This is an optimization exercise on Yosys and OpenROAD, whose aim is small area, not a production implementation.
The RTL was checked by simulation tests, not by an equivalence proof against the original design.
The flow treats the clock pin as an ideal source. Dropping or thinning the clock tree relies on that and would not hold on a real chip.
Power figures rest on the tool's default switching activity, not on a simulated workload.

Design polynom_solver_top, start of the top module:
module polynom_solver_top
(
	input clk,
	input reset_n,
	input start,
	input [1:0] sw,
	output [3:0] sel,
	output [7:0] sseg
);
Size: ~120 cells after synthesis, roughly 26 flip-flops, about 0.0011 sq mm of cells after synthesis.
clock: 10.0 ns
lec_check: 0
cap_margin: 20
core_margin: 2
core_utilization: 22
place_density: 0.6
slew_margin: 20
standard.sh (not shown) runs the stock make flow with config.mk's settings and CLKGATE_MAP_FILE= SYNTH_SCRIPT=/design/flow/synth_recipe.tcl, a recipe that flattens the netlist after the stock synthesis.
==> flow/flow/run.sh <==
#!/bin/bash
# Layout flow: the standard flow with
#  - the combinational logic mapped by an area-oriented ABC script (best of
#    several seeds; these seeds did best in a search over seeds 1-100),
#  - minimum-size port buffers,
#  - a clock tree of a single buffer (CTS tree collapsed after CTS),
#  - one buf_2 as the reset input's port buffer instead of buf_1 + buf_4.
set -euo pipefail
F=$PWD/flow
export AREA_ABC_SCRIPT=$F/area.abc
export AREA_ABC_SEEDS="35 95 57 76 54 93 4"
export AREA_ABC_MAPS="dch; amap|dch -f; amap"
bash standard.sh \
  SYNTH_SCRIPT=$F/synth_area.tcl ADDER_MAP_FILE= \
  "BUFFER_PORTS_ARGS=-buffer_cell sky130_fd_sc_hd__buf_1" \
  "CTS_ARGS=-sink_clustering_enable -repair_clock_nets -dont_use_dummy_load -buf_list sky130_fd_sc_hd__clkbuf_8" \
  POST_CTS_TCL=$F/post_cts.tcl \
  finish > flow.log 2>&1
==> flow/flow/input_buffers.tcl <==
# POST_CTS hook, second part: an input port whose buffer drives nothing but
# one more buffer (repair_design adds one on the reset input, which fans out
# to every register, as the port buffer cannot be resized in place) keeps the
# second buffer alone as its port buffer, sized to sky130_fd_sc_hd__buf_2.
set block [ord::get_db_block]
set buf2 [[ord::get_db] findMaster sky130_fd_sc_hd__buf_2]
foreach bterm [$block getBTerms] {
  if {[$bterm getIoType] ne "INPUT"} { continue }
  set pnet [$bterm getNet]
  if {[$pnet getSigType] eq "CLOCK" || [$pnet getName] eq "clk"} { continue }
  set its [$pnet getITerms]
  if {[llength $its] != 1} { continue }
  set b1 [[lindex $its 0] getInst]
  if {![string match "sky130_fd_sc_hd__buf_*" [[$b1 getMaster] getName]]} { continue }
  set n1 [[$b1 findITerm X] getNet]
  if {[llength [$n1 getBTerms]] != 0} { continue }
  set sinks {}
  foreach it [$n1 getITerms] {
    if {[$it getInst] ne $b1} { lappend sinks $it }
  }
  if {[llength $sinks] != 1} { continue }
  set b2 [[lindex $sinks 0] getInst]
  if {![string match "sky130_fd_sc_hd__buf_*" [[$b2 getMaster] getName]]} { continue }
  [$b2 findITerm A] disconnect
  [$b1 findITerm A] disconnect
  [$b1 findITerm X] disconnect
  [$b2 findITerm A] connect $pnet
  puts "input_buffers: [$bterm getName]: removed [$b1 getName], [$b2 getName] ([[$b2 getMaster] getName] -> buf_2) is the port buffer"
  odb::dbInst_destroy $b1
  odb::dbNet_destroy $n1
  $b2 swapMaster $buf2
}
detailed_placement
check_placement -verbose
estimate_parasitics -placement
report_check_types -max_slew -max_capacitance -violators
==> flow/flow/post_cts.tcl <==
# POST_CTS hook: see clock_one_buffer.tcl and input_buffers.tcl.
source [file join [file dirname [info script]] clock_one_buffer.tcl]
source [file join [file dirname [info script]] input_buffers.tcl]
==> flow/flow/synth_area.tcl <==
# The standard synthesis (synth_recipe.tcl), with the combinational logic
# mapped by an area-oriented ABC script. abc does not touch the registers, so
# they come out exactly as in the standard synthesis. The ABC script is run
# with several random seeds and technology mappings, and the smallest mapped
# result is kept.
proc synth {args} { yosys synth -nofsm -noshare {*}$args }
proc design_area {liberty} {
  set s [tee -q -s result.string stat -liberty $liberty]
  if {![regexp {Chip area for module '[^']*': ([0-9.]+)} $s -> area]} { error "no area in stat" }
  return $area
}
proc abc {args} {
  set i [lsearch -exact $args -script]
  set l [lsearch -exact $args -liberty]
  set liberty [lindex $args [expr {$l + 1}]]
  set fh [open $::env(AREA_ABC_SCRIPT) r]
  set template [read $fh]
  close $fh
  yosys design -save abc_in
  set best -1
  set n 0
  foreach seed $::env(AREA_ABC_SEEDS) {
  foreach map [split $::env(AREA_ABC_MAPS) "|"] {
    incr n
    yosys design -load abc_in
    set script $::env(RESULTS_DIR)/area_abc_$n.script
    set fh [open $script w]
    puts $fh [string map [list @SEED@ $seed @MAP@ $map] $template]
    close $fh
    yosys abc {*}[lreplace $args [expr {$i + 1}] [expr {$i + 1}] $script]
    set area [design_area $liberty]
    puts "area-oriented abc, seed $seed, mapping '$map': area $area"
    if {$best < 0 || $area < $best} {
      set best $area
      yosys design -save abc_best
    }
  }
  }
  yosys design -load abc_best
  puts "area-oriented abc: kept area $best"
}
source $::env(SCRIPTS_DIR)/synth.tcl
# left out here: clear keep_hierarchy, flatten, clean up, hide names made inside functions, write 1_2_yosys.v
Other scripts of this flow, unchanged in this note and not shown: flow/flow/area.abc, flow/flow/clock_one_buffer.tcl
Next try:
--- a/flow/flow/run.sh
+++ b/flow/flow/run.sh
@@ -5,4 +5,3 @@
 #  - minimum-size port buffers,
-#  - a clock tree of a single buffer (CTS tree collapsed after CTS),
-#  - one buf_2 as the reset input's port buffer instead of buf_1 + buf_4.
+#  - a clock tree of a single buffer (CTS tree collapsed after CTS).
 set -euo pipefail
@@ -16,3 +15,3 @@
   "CTS_ARGS=-sink_clustering_enable -repair_clock_nets -dont_use_dummy_load -buf_list sky130_fd_sc_hd__clkbuf_8" \
-  POST_CTS_TCL=$F/post_cts.tcl \
+  POST_CTS_TCL=$F/clock_one_buffer.tcl \
   finish > flow.log 2>&1
removed: flow/flow/input_buffers.tcl
removed: flow/flow/post_cts.tcl
After rerunning:
- setup slack is better by 4.5 ps
- synthesized cell count stays the same
- critical path depth does not change
Next try:
--- a/flow/flow/run.sh
+++ b/flow/flow/run.sh
@@ -3,3 +3,3 @@
 #  - the combinational logic mapped by an area-oriented ABC script (best of
-#    several seeds; these seeds did best in a search over seeds 1-100),
+#    several seeds),
 #  - minimum-size port buffers,
@@ -9,4 +9,4 @@
 export AREA_ABC_SCRIPT=$F/area.abc
-export AREA_ABC_SEEDS="35 95 57 76 54 93 4"
-export AREA_ABC_MAPS="dch; amap|dch -f; amap"
+export AREA_ABC_SEEDS="1 2 3 4 5 6"
+export AREA_ABC_MAPS="dch -f; amap|dch; amap|dch -f; map -a; topo; dnsize"
 bash standard.sh \
GPL_TIMING_DRIVEN = 0   (was default)
Outcome:
- power rises slightly
- cell count rises slightly
- register-to-register slack gets worse by 50 ps
- count of clock-buffer cells in the layout does not change
- synthesized area rises slightly
- cell area rises slightly
- synthesized cell count is unchanged
- flip-flop and latch count stays the same
- core utilization rises by 0.37 points
- global-route usage rises by 0.13 points

## re-timing with driven ports
The flow's constraints put no driver on any port. The routed layouts listed below were extracted and timed again, unchanged, in two steps.
Step 1 sets driving cells, clkbuf_16 on the clock port and buf_2 on the other inputs (assumed; they add their load-dependent delay and slew).
Step 2, shift: input delay + t, output delay - t, t = (earliest + latest rising clock arrival at the registers) / 2. This alone moves slack from input paths to output paths.
Three values: ideal ports, drivers, drivers and shift; two values: the first two.
run | t (ns) | setup WS [ns] | worst data-port slew with drivers (ns) | cell pins on the clock port's net
the first run | 0.185 | 5.387 / 5.359 / 5.544 | 0.03 | 1
the second run | 0.184 | 5.391 / 5.364 / 5.548 | 0.03 | 1
the third run | 0.188 | 5.703 / 5.675 / 5.862 | 0.03 | 1
After both steps every run listed still meets setup and hold.
